What follows belongs to an exercise in optimizing a design on an open flow for small area, a short achievable clock period and few clock cycles; a production flow would make more cautious choices. At most, simulation tests tie the RTL to the original design; equivalence was not proved. The RTL of runs 4 and 5 was laid out without a check of its function. Power and IR drop assume default switching activity.

==> flow/design.v <==
module procik (clock, reset,
               mem_addr, mem_din, mem_dout, mem_csb, mem_web, halted);
input clock, reset;
output [7:0] mem_addr;
output [15:0] mem_din;
input [15:0] mem_dout;
output mem_csb, mem_web;
output halted;
localparam [2:0] S_A = 3'd0, S_B = 3'd1, S_C = 3'd2, S_C2 = 3'd3, S_D = 3'd4, S_H = 3'd5;
reg [2:0] state;
reg [7:0] addr_q;       
reg [7:0] pc;           
reg csb_q, web_q;
reg [15:0] din_q;
reg halted_q;
reg stale_q;            
reg ld_q;               
reg [2:0] ldr_q;        
reg wb_q;               
reg [2:0] wbr_q;        
reg [15:0] r [0:7];     
assign mem_addr = addr_q;
assign mem_din = din_q;
assign mem_csb = csb_q;
assign mem_web = web_q;
assign halted = halted_q;
wire is_load  = (mem_dout[15:12] == 4'd1);
wire is_store = (mem_dout[15:12] == 4'd2);
wire is_halt  = !is_load && !is_store;
wire [2:0] rsel = mem_dout[10:8];
wire fwd = (state == S_C2);
wire [7:0] rhot = (8'd1 << rsel) & {8{!fwd}};
reg [15:0] rdata;
integer k;
always @(*) begin
  rdata = fwd ? mem_dout : 16'd0;
  for (k = 0; k < 8; k = k + 1)
    rdata = rdata | (r[k] & {16{rhot[k]}});
end
wire [7:0] inc = pc + 8'd1;
wire hazard = ld_q && is_store && (ldr_q == rsel);
wire [15:0] wdata = mem_dout & {16{!reset}};
integer j;
always @(posedge clock)
  for (j = 0; j < 8; j = j + 1)
    if (reset || (wb_q && wbr_q == j)) r[j] <= wdata;
always @(posedge clock)
  din_q <= rdata;
always @(posedge clock)
  wbr_q <= ldr_q;
always @(posedge clock)
  ldr_q <= rsel;
always @(posedge clock or posedge reset)
  if (reset) begin
    state <= S_A;
    addr_q <= 8'd0;
    pc <= 8'd0;
    csb_q <= 1'b0;
    web_q <= 1'b1;
    halted_q <= 1'b0;
    stale_q <= 1'b0;
    ld_q <= 1'b0;
    wb_q <= 1'b0;
  end else begin
    wb_q <= ld_q;
    ld_q <= 1'b0;
    case (state)
      S_A: begin
        addr_q <= inc;
        pc <= inc;
        csb_q <= 1'b0;
        web_q <= 1'b1;
        state <= S_B;
      end
      S_B: begin
        if (is_halt) begin
          csb_q <= 1'b1;
          web_q <= 1'b1;
          halted_q <= 1'b1;
          state <= S_H;
        end else begin
          addr_q <= mem_dout[7:0];
          csb_q <= 1'b0;
          web_q <= !is_store;
          ld_q <= is_load;
          stale_q <= is_store && (mem_dout[7:0] == addr_q);
          state <= S_C;
        end
      end
      S_C: begin
        if (stale_q) begin
          addr_q <= pc;
          csb_q <= 1'b0;
          web_q <= 1'b1;
          state <= S_A;
        end else if (is_halt) begin
          csb_q <= 1'b1;
          web_q <= 1'b1;
          halted_q <= 1'b1;
          state <= S_H;
        end else begin
          addr_q <= mem_dout[7:0];
          pc <= inc;
          if (hazard) begin
            csb_q <= 1'b1;
            web_q <= 1'b1;
            state <= S_C2;
          end else begin
            csb_q <= 1'b0;
            web_q <= !is_store;
            ld_q <= is_load;
            state <= S_D;
          end
        end
      end
      S_C2: begin
        csb_q <= 1'b0;
        web_q <= 1'b0;
        state <= S_D;
      end
      S_D: begin
        addr_q <= pc;
        csb_q <= 1'b0;
        web_q <= 1'b1;
        state <= S_A;
      end
      default: begin
        csb_q <= 1'b1;
        web_q <= 1'b1;
      end
    endcase
  end
endmodule
==> flow/run.sh <==
#!/bin/bash
# synth_recipe.tcl (not shown) runs the flow's synth.tcl, then flattens the netlist and writes it again
# the make line also repeats each setting of config.mk as NAME=value (left out here)
make -C /OpenROAD-flow-scripts/flow DESIGN_CONFIG=/design/flow/config.mk WORK_HOME=/design/flow/orfs CLKGATE_MAP_FILE= SYNTH_SCRIPT=/design/flow/synth_recipe.tcl finish
==> flow/config.mk <==
export PLATFORM = sky130hd
export DESIGN_NAME = procik
export DESIGN_NICKNAME = procik
export VERILOG_FILES = /design/flow/design.v
export SDC_FILE = /design/flow/constraint.sdc
export NUM_CORES = 4
export LEC_CHECK = 0
export CAP_MARGIN = 20
export CORE_MARGIN = 2
export CORE_UTILIZATION = 40
export CTS_BUF_LIST = sky130_fd_sc_hd__clkbuf_4 sky130_fd_sc_hd__clkbuf_8
export SETUP_SLACK_MARGIN = 3.0
export SLEW_MARGIN = 20
==> flow/constraint.sdc <==
create_clock -name core_clock -period 5.0 [get_ports {clock}]
set_input_delay 1.0000 -clock core_clock [delete_from_list [all_inputs] [get_ports {clock}]]
set_output_delay 1.0000 -clock core_clock [all_outputs]
set_load 0.01 [all_outputs]
==> impl_metrics.json, run 1 <==
{
  "grt_pass1_vias": 4784,
  "reg2regPathDepth": 5,
  "power.leakage_nw": 3.14,
  "dieArea_um2": 19600,
  "clkTransAtPathRegs_ps": 90,
  "wl_per_cell_um": 21.9,
  "rsz0062_at_grt": "yes",
  "worstSetupPathType": "input pin to flip-flop",
  "syn_nets": 567,
  "drt-total-wl_um": 18300,
  "antenna_found_initial": 0,
  "cts_buffers": 17,
  "syn_inst": 548,
  "postRouteAntennaNets": 0,
  "worst_ep_arrival_time_ps": 2470,
  "maxCapViolCount": 0,
  "muxShareOfSynthArea_pct": 3.22,
  "met1_length_um": 8270,
  "port_buffers": 44,
  "diodes": 0,
  "startpoint_type": "input pin",
  "synth_area_leader_cell": "edfxtp_1",
  "start_util_pct": 41.0,
  "fin_cells": 834,
  "grt_max_degree": 33,
  "yosysTopAreaCellShare_pct": 51.8,
  "synth_top_family_by_area": "compound AO/OA/AOI/OAI gates",
  "cp.required_ps": 5350,
  "slew_headroom_pct": 60.9,
  "routed-wl-met2_um": 8870,
  "ys_ff_latch": 175,
  "top_layer_used": "met4",
  "syn_to_final_growth_pct": 17.2,
  "fillers": 1573,
  "overflow": 0,
  "setup_viol": 0,
  "hold_ws_ps": 369,
  "hold_depth": 0,
  "power_density_nw_per_um2": 339,
  "synth_top_cells_by_area": "edfxtp_1, dfrtp_1, dfxtp_1, a22o_1, mux2_2",
  "synth_xor_area_share_pct": 2.94,
  "synthSimpleGateAreaFrac_pct": 10.3,
  "fin_crit_sh_pct": 42.2,
  "syn-mean-instance-area_um2": 13.5,
  "vias": 4828,
  "htreeDepth": 4,
  "async_reset_ff_share_pct": 14.3,
  "dieWidth_um": 140,
  "cts-root-buf": "clkbuf_8",
  "ys_warn_count": 2,
  "min_period_ps": 2110,
  "core_um2": 18100,
  "vdd_drop_max_mv": 0.175,
  "synth_compound_area_share_pct": 14.4,
  "grt_first_pass_wirelength_um": 27800,
  "fin_setup_tns_ps": 0,
  "path_max_fanout": 32,
  "total_power_mw": 2.95,
  "skew_ps": 11.1,
  "seq_area_frac_synth_pct": 66.2,
  "run_status": "complete, no violations",
  "tritoncts": "yes",
  "dieHeight_um": 140,
  "clk_latency_ps": 470,
  "ios": 45,
  "placed_cell_area_um2": 8130,
  "hold_viol": 0,
  "clk_path_buf_depth": 2,
  "grtUsageTotal_pct": 19.0,
  "gp_congestion": 0.812,
  "maxSlewViolCount": 0,
  "place_inst": 785,
  "clkSinkCount": 175,
  "synth-adder-area-share_pct": 0.169,
  "vias_per_cell": 5.79,
  "ys.flop_type": "edfxtp_1",
  "synthesis.area_um2": 7410,
  "drc": 0,
  "drive_gt1_share_pct": 26.8,
  "critPathCaptureType": "flip-flop",
  "synth-edff-count": 128,
  "final_net_count": 611,
  "ys_types": 61,
  "drt-initial-drc-count": 520,
  "fin_area_um2": 8690,
  "max_freq_mhz": 473,
  "ff2ff_setup_slack_ps": 3060,
  "dr_wl_met3_um": 833,
  "hp-class": "flip-flop to flip-flop",
  "rows": 49,
  "dpl.hpwl_um": 11500,
  "drt_first_pass_iters": 7,
  "worstMarginPinSlew_ps": 584
}
path summary, 6_finish.rpt:
path,startpoint,endpoint
hold reg to reg,ldr_q[1]$_DFF_P_,wbr_q[1]$_DFF_P_
hold / removal,ldr_q[1]$_DFF_P_,wbr_q[1]$_DFF_P_
min in group asynchronous,reset,state[1]$_DFFE_PP0P_
setup reg to reg,state[2]$_DFFE_PP0P_,din_q[4]$_DFF_P_
setup / recovery,mem_dout[10],din_q[0]$_DFF_P_
max in group asynchronous,reset,web_q$_DFF_PP1_
per-layer routing:
| layer | vias up | track usage [%] |
|---|---|---|
| met5 | - | 0 |
| met4 | 0 | 7.87 |
| met3 | 22 | 3.38 |
| met2 | 144 | 29.5 |
| met1 | 2452 | 26.5 |
| li1 | 2210 | - |
repair_timing:
item,CTS,global route
pin swaps,2,1
endpoints found under the setup margin,323,50
hold buffers,0,0
gates cloned,1,0
resized for setup,177,16
buffers inserted,14,2
power by group:
part           internal (mW)  total, mW  leakage (nW)  switching [mW]
logic                 0.0965      0.247          1.14           0.151
clock network          0.490       1.02         0.215           0.532
registers               1.65       1.68          1.78          0.0276
synth_stat cells (all sizes together) (17+ instances only):
| cell | count |
|---|---|
| clkbuf | 25 |
| buf | 17 |
| o21ai | 28 |
| dfrtp | 24 |
| xnor2 | 18 |
| dfxtp | 22 |
| nor2b | 20 |
| nand3 | 22 |
| nand2 | 19 |
| a22oi | 17 |
| nor2 | 20 |
| edfxtp | 128 |
| a22o | 24 |
cells in the final DEF (no fill, tap or decap), types with 4 or more instances in the layout:
cell	Yosys	final
nor2_1	20	16
clkbuf_4	0	5
nand3_1	22	22
nor2b_2	0	5
nor2b_1	20	14
dfxtp_1	22	14
a32oi_1	4	4
a21o_1	5	5
o21ai_1	0	11
a21oi_1	10	9
buf_2	12	28
xnor2_1	17	16
dfxtp_2	0	8
inv_6	0	6
a22oi_2	0	4
mux2_2	15	14
buf_4	0	19
a221o_1	13	13
a22o_1	24	24
edfxtp_1	128	128
clkdlybuf4s50_1	0	8
o21ai_0	28	17
nand2_1	19	16
clkbuf_8	0	19
a31oi_1	16	16
a22oi_1	17	13
nand3b_1	4	4
nand4_1	4	4
xor2_1	6	5
mux2i_1	7	7
dfrtp_1	24	21
nand2b_1	16	16
final cells by class:
type / instances / area, µm² / area share, %
Clock buffer: 20 / 269 / 3.10
Sequential cell: 175 / 4930 / 56.7
Timing Repair Buffer: 66 / 485 / 5.59
Inverter: 4 / 18.8 / 0.216
Clock inverter: 12 / 146 / 1.69
Tap cell: 229 / 287 / 3.30
Multi-Input combinational cell: 328 / 2550 / 29.4
critical path, cell delays in order:
cell and delay (ps):
buf_8 220, buf_12 210, mux2_2 350, a22o_1 190, a22o_1 200, a221o_1 250
flip-flops by register name, indices dropped and copies added, names as in the netlist:
name,cells
addr_q,8
csb_q,1
din_q,16
halted_q,1
ld_q,1
ldr_q,3
pc,8
r,128
stale_q,1
state,3
wb_q,1
wbr_q,3
web_q,1
cell families (layout without fill, tap and decap cells):
kind of cell | after synthesis | in the layout
buffers and inverters | 46 | 102
xor gates and xnor gates | 24 | 24
and+or+nand+nor | 136 | 137
AOI/OAI and AO/OA | 144 | 144
adders and majority gates | 1 | 1
DFF | 175 | 175
muxes | 22 | 22
metrics by stage:
| step | util (%) | setup slack (ps) |
|---|---|---|
| 2_1_floorplan | - | 2630 |
| 3_3_place_gp | 45.0 | 1790 |
| 3_5_place_dp | 45.0 | 1760 |
| 4_1_cts | 47.7 | 2850 |
| 5_1_grt | 48.0 | 2880 |
| 6_report | 48.0 | 2890 |
Testbench counts, summed over its fixed seeds: cycles 8,284.
==> run 2: changes to the inputs <==
--- a/flow/config.mk
+++ b/flow/config.mk
@@ -5,6 +5,7 @@
 export SDC_FILE = /design/flow/constraint.sdc
 export NUM_CORES = 4
 export LEC_CHECK = 0
+export ABC_CLOCK_PERIOD_IN_PS = 1200
 export CAP_MARGIN = 20
 export CORE_MARGIN = 2
 export CORE_UTILIZATION = 40
==> run 2 against run 1 <==
Effect of this change:
- still clean
- clock power barely moved
- design area stayed put
- synthesized cell count is the same
- area after synthesis unchanged
- critical path type unchanged
- critical endpoint unchanged
- largest cell class unchanged
- highest routed layer unchanged
==> impl_metrics.json, run 2 <==
{
  "wl_per_cell_um": 21.9,
  "vdd_drop_max_mv": 0.175,
  "crit_chain": "buf_8, buf_12, mux2_2, a22o_1, a22o_1, a221o_1",
  "tritoncts": "yes",
  "grt_pass1_vias": 4784,
  "overflow": 0,
  "crit_start": "mem_dout[10]",
  "drive_gt1_share_pct": 26.8,
  "hold_viol": 0,
  "largest_reg_flops": 128,
  "worstSetupPathType": "input pin to flip-flop",
  "fin_setup_tns_ps": 0,
  "rsz0062_at_grt": "yes",
  "layout_common_cells": "edfxtp_1, buf_2, a22o_1",
  "setup_viol": 0,
  "clk_latency_ps": 470,
  "seq_area_frac_synth_pct": 66.2,
  "crit_family": "compound AO/OA/AOI/OAI gates",
  "cp.required_ps": 5350,
  "yosys-top-cells-count": "edfxtp_1, o21ai_0, a22o_1, clkbuf_1, dfrtp_1",
  "largest_register": "r",
  "slew_headroom_pct": 60.9,
  "holdPathEnd": "wbr_q[1]$_DFF_P_",
  "yosys.cell_count.top_type": "edfxtp_1",
  "synth-adder-area-share_pct": 0.169,
  "hold_depth": 0,
  "dpl.hpwl_um": 11500,
  "ys_warn_count": 2,
  "maxSlewViolCount": 0,
  "muxShareOfSynthArea_pct": 3.22,
  "dieArea_um2": 19600,
  "worst_ep_arrival_time_ps": 2470,
  "synthSimpleGateAreaFrac_pct": 10.3,
  "vias": 4828,
  "worstMarginPinSlew_ps": 584,
  "syn_nets": 567,
  "multiInputGateArea_um2": 2550,
  "cts-root-buf": "clkbuf_8",
  "ys.flop_type": "edfxtp_1",
  "path_max_fanout": 32,
  "power_frac_comb_pct": 8.4,
  "max_freq_mhz": 473,
  "ys_ff_latch": 175,
  "dieWidth_um": 140,
  "cpPeakStageDelay_ps": 350,
  "power_density_nw_per_um2": 339,
  "run_status": "complete, no violations",
  "grtUsageTotal_pct": 19.0,
  "grt_max_degree": 33,
  "fin_ws_ps": 2890,
  "syn_inst": 548,
  "grt_first_pass_wirelength_um": 27800,
  "r2r_end": "din_q[4]$_DFF_P_",
  "synthesis.area_um2": 7410,
  "synth-edff-count": 128,
  "power.switching_mw": 0.711,
  "pre_cts_ws_ps": 1760,
  "rows": 49,
  "p_clk_share_pct": 34.7,
  "async_reset_ff_share_pct": 14.3,
  "synth_area_leader_cell": "edfxtp_1",
  "core_um2": 18100,
  "cts_buffers": 17,
  "power.leakage_nw": 3.14,
  "htreeDepth": 4,
  "startpoint_type": "input pin",
  "syn_to_final_growth_pct": 17.2,
  "synth_compound_area_share_pct": 14.4,
  "drt-initial-drc-count": 520,
  "antenna_found_initial": 0,
  "ios": 45,
  "postRouteAntennaNets": 0,
  "clkTransAtPathRegs_ps": 90,
  "start_util_pct": 41.0,
  "synth_xor_area_share_pct": 2.94,
  "p_int_mw": 2.24,
  "netSwitchingFraction_pct": 24.1,
  "clkSinkCount": 175,
  "reg2regPathDepth": 5,
  "crit_top_cell": "a22o_1",
  "port_buffers": 44,
  "synth_top_family_by_area": "compound AO/OA/AOI/OAI gates",
  "syn-mean-instance-area_um2": 13.5,
  "reg2reg_from": "state[2]$_DFFE_PP0P_",
  "layout_commonest_cell": "edfxtp_1",
  "fin_crit_sh_pct": 42.2,
  "fillers": 1573,
  "vias_per_cell": 5.79,
  "skew_ps": 11.1,
  "ys_types": 61,
  "reg_top3": "r x128, din_q x16",
  "yosysTopAreaCellShare_pct": 51.8,
  "gp_congestion": 0.812,
  "maxCapViolCount": 0,
  "synth_top_cells_by_area": "edfxtp_1, dfrtp_1, dfxtp_1, a22o_1, mux2_2",
  "holdCritStartpoint": "ldr_q[1]$_DFF_P_",
  "drc": 0,
  "sequentialPowerShare_pct": 56.9,
  "crit_buf_inv": 2,
  "hp-class": "flip-flop to flip-flop",
  "critPathCaptureType": "flip-flop",
  "final_net_count": 611,
  "cp_slowest_cell": "mux2_2",
  "ff2ff_setup_slack_ps": 3060,
  "clk_path_buf_depth": 2,
  "min_period_ps": 2110,
  "diodes": 0,
  "dieHeight_um": 140,
  "regArea_um2": 4930,
  "drt-total-wl_um": 18300,
  "drt_first_pass_iters": 7
}
-- run 2: cell counts after synthesis --
Identical to the previous run, type by type.
-- run 2: per-layer routing --
metal	track usage (%)	vias to the layer above	wire, µm
li1	-	2210	-
met1	26.5	2452	8270
met2	29.5	144	8870
met3	3.38	22	833
met4	7.87	0	325
met5	0	-	0
-- run 2: per-stage QoR --
step	util (%)	power (mW)	instance area, µm²	hold WS (ps)	instances
after floorplan	-	1.86	7650	350	548
after global placement	45.0	1.95	8130	357	785
after detailed placement	45.0	1.96	8130	358	785
after CTS	47.7	2.96	8630	371	832
after global routing	48.0	3.04	8690	384	834
final	48.0	2.95	8690	369	834
-- run 2: kinds of logic after synthesis --
kind of cell / after synthesis
fa+ha+maj: 1
simple gates: 136
compound gates: 144
flops: 175
xor+xnor: 24
mux: 22
buf+inv: 46
-- run 2: how the worst max path moves through the flow --
stage,end,slack (ps),cells after the start
after floorplan,pc[5]$_DFFE_PP0P_,2630,5
after global placement,din_q[8]$_DFF_P_,1790,4
after detailed placement,din_q[0]$_DFF_P_,1760,5
after CTS,din_q[0]$_DFF_P_,2850,6
after global routing,mem_web,2880,1
final,din_q[0]$_DFF_P_,2890,6
-- run 2: power groups by stage --
stage | clock network, mW | registers, mW | logic [mW]
CTS | 1.04 | 1.68 | 0.246
finish | 1.02 | 1.68 | 0.247
floorplan | 0 | 1.71 | 0.146
detailed placement | 0 | 1.71 | 0.250
global route | 1.09 | 1.69 | 0.266
global placement | 0 | 1.71 | 0.246
-- run 2: what timing repair did --
item                       in CTS  in global routing
pin swaps                       2                  1
setup buffers                  14                  2
gates resized for setup       177                 16
setup endpoints to repair     323                 50
hold buffers                    0                  0
gates cloned                    1                  0
-- run 2: cell type report --
class | instances | share of cell area, %
sequential | 175 | 56.7
clock buffer | 20 | 3.10
clock inverter | 12 | 1.69
timing repair buffer | 66 | 5.59
multi-input combinational | 328 | 29.4
inverter | 4 | 0.216
tap | 229 | 3.30
==> run 3: changes to the inputs <==
--- a/flow/config.mk
+++ b/flow/config.mk
@@ -5,10 +5,10 @@
 export SDC_FILE = /design/flow/constraint.sdc
 export NUM_CORES = 4
 export LEC_CHECK = 0
-export ABC_CLOCK_PERIOD_IN_PS = 1200
 export CAP_MARGIN = 20
 export CORE_MARGIN = 2
 export CORE_UTILIZATION = 40
 export CTS_BUF_LIST = sky130_fd_sc_hd__clkbuf_4 sky130_fd_sc_hd__clkbuf_8
 export SETUP_SLACK_MARGIN = 3.0
 export SLEW_MARGIN = 20
+export TNS_END_PERCENT = 5
==> run 3 against run 2 <==
Effect of this change:
- maximum frequency is 1.6% higher
- area after synthesis stayed put
- core utilization is 0.51 points higher
- synthesized cell count stayed put
==> impl_metrics.json, run 3 <==
{
  "fin_setup_tns_ps": 0,
  "start_util_pct": 41.0,
  "seq_area_frac_synth_pct": 66.2,
  "drt-total-wl_um": 19000,
  "clk_latency_ps": 460,
  "total_power_mw": 2.92,
  "power.switching_mw": 0.686,
  "syn-mean-instance-area_um2": 13.5,
  "fin_crit_sh_pct": 41.6,
  "syn_nets": 567,
  "overflow": 0,
  "crit_buf_inv": 1,
  "dieHeight_um": 140,
  "multiInputGateArea_um2": 2450,
  "drc": 0,
  "slew_headroom_pct": 50.2,
  "syn_inst": 548,
  "run_status": "complete, no violations",
  "ff2ff_setup_slack_ps": 2970,
  "maxCapViolCount": 0,
  "crit_family": "flip-flops",
  "skew_ps": 11.4,
  "power.leakage_nw": 3.19,
  "ios": 45,
  "cp_slowest_cell": "dfstp_2",
  "p_clk_share_pct": 33.7,
  "setup_viol": 0,
  "hold_ws_ps": 372,
  "path_max_fanout": 1,
  "cts_buffers": 17,
  "fillers": 1559,
  "antenna_found_initial": 0,
  "largest_register": "r",
  "drt_first_pass_iters": 23,
  "ys_warn_count": 2,
  "final_net_count": 621,
  "clk_path_buf_depth": 2,
  "muxShareOfSynthArea_pct": 3.22,
  "synthSimpleGateAreaFrac_pct": 10.3,
  "fin_cells": 843,
  "gp_congestion": 0.820,
  "worst_ep_arrival_time_ps": 1080,
  "vdd_drop_max_mv": 0.168,
  "maxSlewViolCount": 0,
  "critPathCaptureType": "primary output",
  "cp.required_ps": 4000,
  "worstMarginPinSlew_ps": 743,
  "dpl.hpwl_um": 11300,
  "place_inst": 789,
  "ys_ff_latch": 175,
  "grtUsageTotal_pct": 19.9,
  "cpPeakStageDelay_ps": 540,
  "synth_top_family_by_area": "compound AO/OA/AOI/OAI gates",
  "wl_per_cell_um": 22.5,
  "startpoint_type": "flip-flop",
  "rsz0062_at_grt": "yes",
  "hp-class": "flip-flop to flip-flop",
  "holdBufCountCts": 0,
  "ys_types": 61,
  "core_um2": 18100,
  "dieWidth_um": 140,
  "fin_util_pct": 48.5,
  "syn_to_final_growth_pct": 18.4,
  "max_freq_mhz": 481,
  "min_period_ps": 2080,
  "netSwitchingFraction_pct": 23.5,
  "clkSinkCount": 175,
  "fin_ws_ps": 2920,
  "power_frac_comb_pct": 8.9,
  "clkTransAtPathRegs_ps": 80,
  "ys.flop_type": "edfxtp_1",
  "port_buffers": 44,
  "synth-edff-count": 128,
  "dieArea_um2": 19600,
  "async_reset_ff_share_pct": 14.3,
  "p_int_mw": 2.23,
  "postRouteAntennaNets": 0,
  "vias": 4915,
  "grt_pass1_vias": 5028,
  "power_density_nw_per_um2": 332,
  "placed_cell_area_um2": 8080,
  "synthesis.area_um2": 7410,
  "fin_area_um2": 8780,
  "grt_first_pass_wirelength_um": 29000,
  "yosysTopAreaCellShare_pct": 51.8,
  "drt-initial-drc-count": 346,
  "cts-root-buf": "clkbuf_8",
  "synth_top_cells_by_area": "edfxtp_1, dfrtp_1, dfxtp_1, a22o_1, mux2_2",
  "layout_common_cells": "edfxtp_1, o21ai_0, a22o_1",
  "rows": 49,
  "yosys.cell_count.top_type": "edfxtp_1",
  "reg_top3": "r x128, din_q x16",
  "vias_per_cell": 5.83,
  "layout_commonest_cell": "edfxtp_1",
  "worstSetupPathType": "flip-flop to primary output",
  "grt_max_degree": 32,
  "sequentialPowerShare_pct": 57.4,
  "synth_compound_area_share_pct": 14.4,
  "synth_area_leader_cell": "edfxtp_1",
  "pre_cts_ws_ps": 1510,
  "regArea_um2": 4920,
  "synth_xor_area_share_pct": 2.94,
  "htreeDepth": 4,
  "diodes": 0,
  "yosys-top-cells-count": "edfxtp_1, o21ai_0, a22o_1, clkbuf_1, dfrtp_1",
  "largest_reg_flops": 128,
  "crit_chain": "buf_6",
  "synth-adder-area-share_pct": 0.169,
  "drive_gt1_share_pct": 20.2,
  "tritoncts": "yes",
  "hold_viol": 0
}
==> run 3: cell counts after synthesis <==
No cell type changed its count.
==> run 3: final cells by class <==
cell class,instances,share of cell area (%)
Tap cell,229,3.26
Multi-Input combinational cell,328,28.0
Sequential cell,175,56.0
Timing Repair inverter,1,0.0570
Clock buffer,20,2.99
Clock inverter,11,1.48
Timing Repair Buffer,75,7.98
Inverter,4,0.214
==> run 3: repair_timing <==
action,4_1_cts,5_1_grt
pin swaps,3,1
setup endpoints to repair,211,61
cloned,3,1
buffers inserted,19,0
resized for setup,95,19
==> run 3: routing by layer <==
metal / track usage, % / vias up / share of wire (%)
li1: - / 2227 / -
met1: 24.9 / 2463 / 41
met3: 5.33 / 30 / 6.3
met5: 0 / - / 0
met4: 6.91 / 0 / 2.0
met2: 33.5 / 195 / 50
==> run 3: kinds of logic (layout without fill, tap and decap cells) <==
kind of cell / Yosys count / count (layout)
AO/OA/AOI/OAI: 144 / 144
flip-flops: 175 / 175
multiplexers: 22 / 22
buffers and inverters: 46 / 111
AND/OR/NAND/NOR: 136 / 137
XOR/XNOR: 24 / 24
adder cells (fa/ha/maj): 1 / 1
==> run 3: final timing paths <==
check / startpoint / to / cells past startpoint
worst max-delay path: web_q$_DFF_PP1_ / mem_web / 1
worst min-delay path: ldr_q[0]$_DFF_P_ / wbr_q[0]$_DFF_P_ / 0
worst max register to register: state[2]$_DFFE_PP0P_ / din_q[3]$_DFF_P_ / 6
worst min register to register: ldr_q[0]$_DFF_P_ / wbr_q[0]$_DFF_P_ / 0
max in group asynchronous: reset / pc[2]$_DFFE_PP0P_ / 3
min in group asynchronous: reset / wb_q$_DFF_PP0_ / 5
==> run 3: power by group through the flow <==
stage	Combinational [mW]	Clock, mW	Sequential, mW
5_1_grt	0.277	1.06	1.68
2_1_floorplan	0.131	0	1.71
3_5_place_dp	0.244	0	1.71
6_report	0.259	0.982	1.68
3_3_place_gp	0.240	0	1.71
4_1_cts	0.258	1.01	1.68
==> run 4: changes to the inputs <==
--- a/flow/design.v
+++ b/flow/design.v
@@ -10,7 +10,7 @@
 reg [2:0] state;
 reg [7:0] addr_q;       
 reg [7:0] pc;           
-reg csb_q, web_q;
+reg csb_q, we_q;         
 reg [15:0] din_q;
 reg halted_q;
 reg stale_q;            
@@ -22,7 +22,7 @@
 assign mem_addr = addr_q;
 assign mem_din = din_q;
 assign mem_csb = csb_q;
-assign mem_web = web_q;
+assign mem_web = !we_q;
 assign halted = halted_q;
 wire is_load  = (mem_dout[15:12] == 4'd1);
 wire is_store = (mem_dout[15:12] == 4'd2);
@@ -56,7 +56,7 @@
     addr_q <= 8'd0;
     pc <= 8'd0;
     csb_q <= 1'b0;
-    web_q <= 1'b1;
+    we_q <= 1'b0;
     halted_q <= 1'b0;
     stale_q <= 1'b0;
     ld_q <= 1'b0;
@@ -69,19 +69,19 @@
         addr_q <= inc;
         pc <= inc;
         csb_q <= 1'b0;
-        web_q <= 1'b1;
+        we_q <= 1'b0;
         state <= S_B;
       end
       S_B: begin
         if (is_halt) begin
           csb_q <= 1'b1;
-          web_q <= 1'b1;
+          we_q <= 1'b0;
           halted_q <= 1'b1;
           state <= S_H;
         end else begin
           addr_q <= mem_dout[7:0];
           csb_q <= 1'b0;
-          web_q <= !is_store;
+          we_q <= is_store;
           ld_q <= is_load;
           stale_q <= is_store && (mem_dout[7:0] == addr_q);
           state <= S_C;
@@ -91,11 +91,11 @@
         if (stale_q) begin
           addr_q <= pc;
           csb_q <= 1'b0;
-          web_q <= 1'b1;
+          we_q <= 1'b0;
           state <= S_A;
         end else if (is_halt) begin
           csb_q <= 1'b1;
-          web_q <= 1'b1;
+          we_q <= 1'b0;
           halted_q <= 1'b1;
           state <= S_H;
         end else begin
@@ -103,11 +103,11 @@
           pc <= inc;
           if (hazard) begin
             csb_q <= 1'b1;
-            web_q <= 1'b1;
+            we_q <= 1'b0;
             state <= S_C2;
           end else begin
             csb_q <= 1'b0;
-            web_q <= !is_store;
+            we_q <= is_store;
             ld_q <= is_load;
             state <= S_D;
           end
@@ -115,18 +115,18 @@
       end
       S_C2: begin
         csb_q <= 1'b0;
-        web_q <= 1'b0;
+        we_q <= 1'b1;
         state <= S_D;
       end
       S_D: begin
         addr_q <= pc;
         csb_q <= 1'b0;
-        web_q <= 1'b1;
+        we_q <= 1'b0;
         state <= S_A;
       end
       default: begin
         csb_q <= 1'b1;
-        web_q <= 1'b1;
+        we_q <= 1'b0;
       end
     endcase
   end
--- a/flow/config.mk
+++ b/flow/config.mk
@@ -11,4 +11,3 @@
 export CTS_BUF_LIST = sky130_fd_sc_hd__clkbuf_4 sky130_fd_sc_hd__clkbuf_8
 export SETUP_SLACK_MARGIN = 3.0
 export SLEW_MARGIN = 20
-export TNS_END_PERCENT = 5
==> run 4 against run 3 <==
Effect of this change:
- maximum frequency is 0.46% lower
- first-iteration DRC count is 57% higher
- worst hold slack worse by 0.67 ps
- clock-buffer cell count stayed put
- routed wire length is 2.2% higher
- synthesized cell count is 2.2% higher
- register-to-register slack better by 110 ps
- final cell count is 2.5% higher
- critical path depth is 4 higher
- sequential cell count stayed put
- sequential share of layout area is 1.1 points lower
- sequential power hardly changed
==> impl_metrics.json, run 4 <==
{
  "run_status": "complete, no violations",
  "fin_crit_sh_pct": 41.8,
  "dieWidth_um": 141,
  "grt_max_degree": 32,
  "drc": 0,
  "vdd_drop_max_mv": 0.201,
  "slew_headroom_pct": 50.9,
  "ys.flop_type": "edfxtp_1",
  "reg2reg_from": "stale_q$_DFFE_PP0P_",
  "clkTransAtPathRegs_ps": 100,
  "maxSlewViolCount": 0,
  "wl_per_cell_um": 22.4,
  "critPathCaptureType": "flip-flop",
  "drt-initial-drc-count": 544,
  "worstSetupPathType": "input pin to flip-flop",
  "ff2ff_setup_slack_ps": 3080,
  "ios": 45,
  "synthesis.area_um2": 7520,
  "yosysTopAreaCellShare_pct": 51.1,
  "regArea_um2": 4930,
  "path_max_fanout": 4,
  "rows": 50,
  "multiInputGateArea_um2": 2660,
  "dpl.hpwl_um": 12000,
  "start_util_pct": 40.5,
  "dieArea_um2": 19900,
  "layout_commonest_cell": "edfxtp_1",
  "holdBufCountCts": 0,
  "drive_gt1_share_pct": 28.9,
  "power_density_nw_per_um2": 321,
  "worstMarginPinSlew_ps": 732,
  "clk_path_buf_depth": 2,
  "hold_viol": 0,
  "diodes": 0,
  "worst_ep_arrival_time_ps": 2470,
  "clk_latency_ps": 460,
  "skew_ps": 14.6,
  "synth-edff-count": 128,
  "async_reset_ff_share_pct": 14.3,
  "vias_per_cell": 5.80,
  "antenna_found_initial": 1,
  "seq_area_frac_synth_pct": 65.3,
  "rsz0062_at_grt": "yes",
  "crit_start": "mem_dout[0]",
  "syn_inst": 560,
  "fin_setup_tns_ps": 0,
  "largest_reg_flops": 128,
  "layout_common_cells": "edfxtp_1, buf_2, nand2_1, nand3_1, nor2_1",
  "yosys-top-cells-count": "edfxtp_1, nor2_1, nand2_1",
  "htreeDepth": 4,
  "min_period_ps": 2090,
  "holdCritStartpoint": "ldr_q[2]$_DFF_P_",
  "overflow": 0,
  "gp_congestion": 0.892,
  "cts_buffers": 17,
  "cp.required_ps": 5380,
  "setup.worst_path.end": "stale_q$_DFFE_PP0P_",
  "postRouteAntennaNets": 0,
  "largest_register": "r",
  "syn_to_final_growth_pct": 19.2,
  "ys_warn_count": 2,
  "syn_nets": 579,
  "hp-class": "flip-flop to flip-flop",
  "clkSinkCount": 175,
  "grt_pass1_vias": 5039,
  "ys_ff_latch": 175,
  "reg_top3": "r x128, din_q x16",
  "drt_first_pass_iters": 5,
  "fillers": 1623,
  "r2r_end": "addr_q[7]$_DFFE_PP0P_",
  "maxCapViolCount": 0,
  "port_buffers": 44,
  "cts-root-buf": "clkbuf_8",
  "vias": 5015,
  "synth_area_leader_cell": "edfxtp_1",
  "pre_cts_ws_ps": 1860,
  "ys_types": 73,
  "reg2regPathDepth": 4,
  "grtUsageTotal_pct": 20.1,
  "power.leakage_nw": 3.37,
  "core_um2": 18600,
  "final_net_count": 636,
  "startpoint_type": "input pin",
  "yosys.cell_count.top_type": "edfxtp_1",
  "syn-mean-instance-area_um2": 13.4,
  "grt_first_pass_wirelength_um": 30000,
  "max_freq_mhz": 479,
  "dieHeight_um": 141,
  "setup_viol": 0,
  "fin_ws_ps": 2910,
  "drt-total-wl_um": 19400,
  "synth_top_cells_by_area": "edfxtp_1, dfrtp_1, dfxtp_1, mux2i_1, xnor2_1",
  "tritoncts": "yes"
}
run 4: cell families after synthesis:
family	count (synthesis)	share of synthesized area, %
multiplexers	37	5.97
adder cells (fa/ha/maj)	1	0.166
AND/OR/NAND/NOR	153	10.6
XOR/XNOR	24	2.89
buffers and inverters	50	3.18
AO/OA/AOI/OAI	120	11.9
flip-flops	175	65.3
run 4: timing repair:
action / 4_1_cts / 5_1_grt
setup endpoints to repair: 262 / 50
pin swaps: 3 / 4
setup buffers: 22 / 1
cloned: 3 / 0
resized for setup: 174 / 23
endpoints found under the hold margin: 0 / 0
run 4: area by class of cell:
type                    count  area share [%]
flip-flops and latches    175            55.0
multi-input cells         335            29.7
repair buffers             74            7.44
well taps                 234            3.26
clock buffers              20            2.86
clock inverters            12            1.12
inverters                  13           0.628
repair inverters            1          0.0558
run 4: worst max-delay path: stages:
cell and delay [ps]:
clkdlybuf4s50_1 570, xor2_1 230, nor4_1 350, nand3_1 140
o21ai_0 180
run 4: how the worst min path moves through the flow:
| stage | end | slack (ps) | cells past startpoint |
|---|---|---|---|
| after floorplan | wbr_q[0]$_DFF_P_ | 350 | 0 |
| after global placement | wbr_q[0]$_DFF_P_ | 360 | 0 |
| after detailed placement | wbr_q[1]$_DFF_P_ | 350 | 0 |
| after CTS | wbr_q[0]$_DFF_P_ | 370 | 0 |
| after global routing | wbr_q[0]$_DFF_P_ | 390 | 0 |
| final | wbr_q[2]$_DFF_P_ | 370 | 0 |
run 4: stage by stage:
step / utilization, % / total power [mW] / cells / cell area [µm²] / hold WS [ps]
floorplan: - / 1.87 / 560 / 7790 / 350
global placement: 44.5 / 1.97 / 806 / 8270 / 357
detailed placement: 44.5 / 1.98 / 806 / 8270 / 355
CTS: 48.2 / 2.89 / 863 / 8960 / 367
global route: 48.3 / 2.98 / 864 / 8970 / 385
finish: 48.3 / 2.88 / 864 / 8970 / 371
run 4: metal layers:
layer	wire length (µm)	global-route usage [%]	vias to the layer above
met5	7	0	-
met4	215	4.89	2
met3	1170	4.42	17
met2	9080	31.2	185
met1	8920	29.1	2543
li1	-	-	2268
run 4: power by group:
| group | leakage [nW] | internal, mW | switching [mW] | total (mW) |
|---|---|---|---|---|
| Combinational | 1.37 | 0.116 | 0.165 | 0.281 |
| Sequential | 1.81 | 1.65 | 0.0279 | 1.68 |
| Clock | 0.187 | 0.375 | 0.543 | 0.918 |
| Total | 3.37 | 2.14 | 0.737 | 2.88 |
==> run 5: changes to the inputs <==
--- a/flow/config.mk
+++ b/flow/config.mk
@@ -8,6 +8,8 @@
 export CAP_MARGIN = 20
 export CORE_MARGIN = 2
 export CORE_UTILIZATION = 40
-export CTS_BUF_LIST = sky130_fd_sc_hd__clkbuf_4 sky130_fd_sc_hd__clkbuf_8
+export CTS_BUF_LIST = sky130_fd_sc_hd__clkbuf_8 sky130_fd_sc_hd__clkbuf_16
+export CTS_CLUSTER_DIAMETER = 200
+export CTS_CLUSTER_SIZE = 40
 export SETUP_SLACK_MARGIN = 3.0
 export SLEW_MARGIN = 20
==> run 5 against run 4 <==
Effect of this change:
- still clean on timing, DRC and antenna
- worst setup slack better by 90 ps
- area after synthesis unchanged
- final cell count up 1.2%
- via count up 1.1%
- global-route usage up 0.32 points
- sequential power about the same
- critical endpoint is now r[3][3]$_DFFE_PP_
- largest cell class unchanged
==> impl_metrics.json, run 5 <==
{
  "seq_area_frac_synth_pct": 65.3,
  "start_util_pct": 40.5,
  "synth-edff-count": 128,
  "ys.flop_type": "edfxtp_1",
  "postRouteAntennaNets": 0,
  "clkTransAtPathRegs_ps": 70,
  "hold_viol": 0,
  "drc": 0,
  "reg2reg_from": "state[1]$_DFFE_PP0P_",
  "worst_ep_arrival_time_ps": 2160,
  "setup.worst_path.end": "r[3][3]$_DFFE_PP_",
  "final_net_count": 646,
  "port_buffers": 44,
  "rsz0062_at_grt": "yes",
  "ys_types": 73,
  "overflow": 0,
  "gp_congestion": 0.892,
  "syn_inst": 560,
  "min_period_ps": 2000,
  "power_density_nw_per_um2": 344,
  "hp-class": "flip-flop to flip-flop",
  "fin_area_um2": 9330,
  "crit_start": "mem_dout[3]",
  "vdd_drop_max_mv": 0.226,
  "clk_latency_ps": 440,
  "core_um2": 18600,
  "setup_viol": 0,
  "dieHeight_um": 141,
  "maxCapViolCount": 0,
  "worstSetupPathType": "input pin to flip-flop",
  "holdBufCountCts": 0,
  "cts_buffers": 17,
  "ios": 45,
  "diodes": 0,
  "critPathCaptureType": "flip-flop",
  "largest_register": "r",
  "syn-mean-instance-area_um2": 13.4,
  "ys_warn_count": 2,
  "max_freq_mhz": 500,
  "fin_crit_sh_pct": 40.0,
  "vias": 5071,
  "r2r_end": "din_q[10]$_DFF_P_",
  "fin_ws_ps": 3000,
  "drive_gt1_share_pct": 29.4,
  "reg_top3": "r x128, din_q x16",
  "drt-initial-drc-count": 549,
  "slew_headroom_pct": 50.6,
  "clkSinkCount": 175,
  "largest_reg_flops": 128,
  "yosys-top-cells-count": "edfxtp_1, nor2_1, nand2_1",
  "run_status": "complete, no violations",
  "grt_pass1_vias": 5157,
  "path_max_fanout": 8,
  "total_power_mw": 3.21,
  "reg2regPathDepth": 5,
  "syn_to_final_growth_pct": 24.1,
  "drt_first_pass_iters": 5,
  "antenna_found_initial": 0,
  "yosys.cell_count.top_type": "edfxtp_1",
  "synth_top_cells_by_area": "edfxtp_1, dfrtp_1, dfxtp_1, mux2i_1, xnor2_1",
  "htreeDepth": 4,
  "rows": 50,
  "fin_util_pct": 50.2,
  "startpoint_type": "input pin",
  "cp.required_ps": 5160,
  "clk_path_buf_depth": 2,
  "layout_common_cells": "edfxtp_1, nand2_1, nor2_1, nand3_1, buf_4",
  "grt_first_pass_wirelength_um": 30300,
  "drt-total-wl_um": 19800,
  "tritoncts": "yes",
  "layout_commonest_cell": "edfxtp_1",
  "synthesis.area_um2": 7520,
  "ys_ff_latch": 175,
  "cts-root-buf": "clkbuf_16",
  "worstMarginPinSlew_ps": 737,
  "fin_setup_tns_ps": 0,
  "grt_max_degree": 32,
  "power.leakage_nw": 3.55,
  "skew_ps": 11.3,
  "dieArea_um2": 19900,
  "vias_per_cell": 5.80,
  "grtUsageTotal_pct": 20.4,
  "maxSlewViolCount": 0,
  "yosysTopAreaCellShare_pct": 51.1,
  "dieWidth_um": 141,
  "async_reset_ff_share_pct": 14.3,
  "placed_cell_area_um2": 8270,
  "dpl.hpwl_um": 12000,
  "wl_per_cell_um": 22.7,
  "synth_area_leader_cell": "edfxtp_1",
  "syn_nets": 579,
  "ff2ff_setup_slack_ps": 3080,
  "pre_cts_ws_ps": 1860
}
-- run 5: routing by layer --
| layer | wire (µm) | track usage (%) | vias to the layer above |
|---|---|---|---|
| met5 | 0 | 0 | - |
| met4 | 450 | 7.58 | 0 |
| met3 | 1050 | 4.65 | 34 |
| met2 | 9170 | 30.9 | 167 |
| met1 | 9160 | 29.0 | 2585 |
| li1 | - | - | 2285 |
-- run 5: final cells by class --
type | instances | area [µm²]
Clock buffer | 17 | 425
Clock inverter | 15 | 111
Fill cell | 1573 | 9250
Inverter | 13 | 56.3
Multi-Input combinational cell | 335 | 2690
Sequential cell | 175 | 4920
Tap cell | 234 | 293
Timing Repair Buffer | 84 | 830
Timing Repair inverter | 1 | 5.00
-- run 5: critical path, stage by stage --
cell and delay (ps):
clkdlybuf4s50_1 560, inv_1 120, nor2_1 470
-- run 5: cell families (layout without fill, tap and decap cells) --
family / Yosys count / after routing / synth area share [%]
flops: 175 / 175 / 65.3
xor+xnor: 24 / 24 / 2.89
mux: 37 / 37 / 5.97
compound gates: 120 / 120 / 11.9
buf+inv: 50 / 130 / 3.18
fa+ha+maj: 1 / 1 / 0.166
simple gates: 153 / 153 / 10.6
-- run 5: power breakdown --
part | internal, mW | total [mW] | switching [mW]
clock network | 0.644 | 1.23 | 0.589
registers | 1.65 | 1.68 | 0.0278
logic | 0.129 | 0.299 | 0.170
-- run 5: repair_timing --
action	4_1_cts	5_1_grt
endpoints found under the setup margin	273	63
cloned	3	0
pin swaps	3	6
buffers inserted	26	7
gates resized for setup	162	29
-- run 5: how the worst min path moves through the flow --
stage	startpoint	to	slack (ps)	depth (start not counted)
2_1_floorplan	ldr_q[0]$_DFF_P_	wbr_q[0]$_DFF_P_	350	0
3_3_place_gp	ldr_q[0]$_DFF_P_	wbr_q[0]$_DFF_P_	360	0
3_5_place_dp	ldr_q[1]$_DFF_P_	wbr_q[1]$_DFF_P_	350	0
4_1_cts	ldr_q[0]$_DFF_P_	wbr_q[0]$_DFF_P_	370	0
5_1_grt	ldr_q[1]$_DFF_P_	wbr_q[1]$_DFF_P_	380	0
6_report	ldr_q[0]$_DFF_P_	wbr_q[0]$_DFF_P_	370	0
-- run 5: stage by stage --
step / hold slack (ps) / std cells
3_5_place_dp: 355 / 806
2_1_floorplan: 350 / 560
4_1_cts: 367 / 867
5_1_grt: 380 / 874
6_report: 366 / 874
3_3_place_gp: 357 / 806

port drivers added, routing unchanged:
In the flow no input, the clock included, has a driving cell. The finished layouts below were timed again as built, in two steps. Step 1, drivers: a clkbuf_16 drives clock and a buf_2 each remaining input, both assumed. Step 2, shift: input delay + t, output delay - t, t = (earliest + latest rising clock arrival at the registers) / 2. This alone moves slack from input paths to output paths. Slacks: no drivers / after step 1 / after step 2; pairs: no drivers / after step 1.
run | t (ns) | slack for setup (ns) | worst setup path at the end
run 1 | 0.498 | 2.888 / 2.873 / 2.374 | input to register
run 2 | 0.498 | 2.888 / 2.873 / 2.374 | input to register
run 3 | 0.485 | 2.921 / 2.888 / 2.469 | input to register
run 4 | 0.489 | 2.912 / 2.927 / 2.438 | input to register
run 5 | 0.472 | 3.001 / 2.989 / 2.546 | input to register
After both steps setup and hold are still met in every run listed.
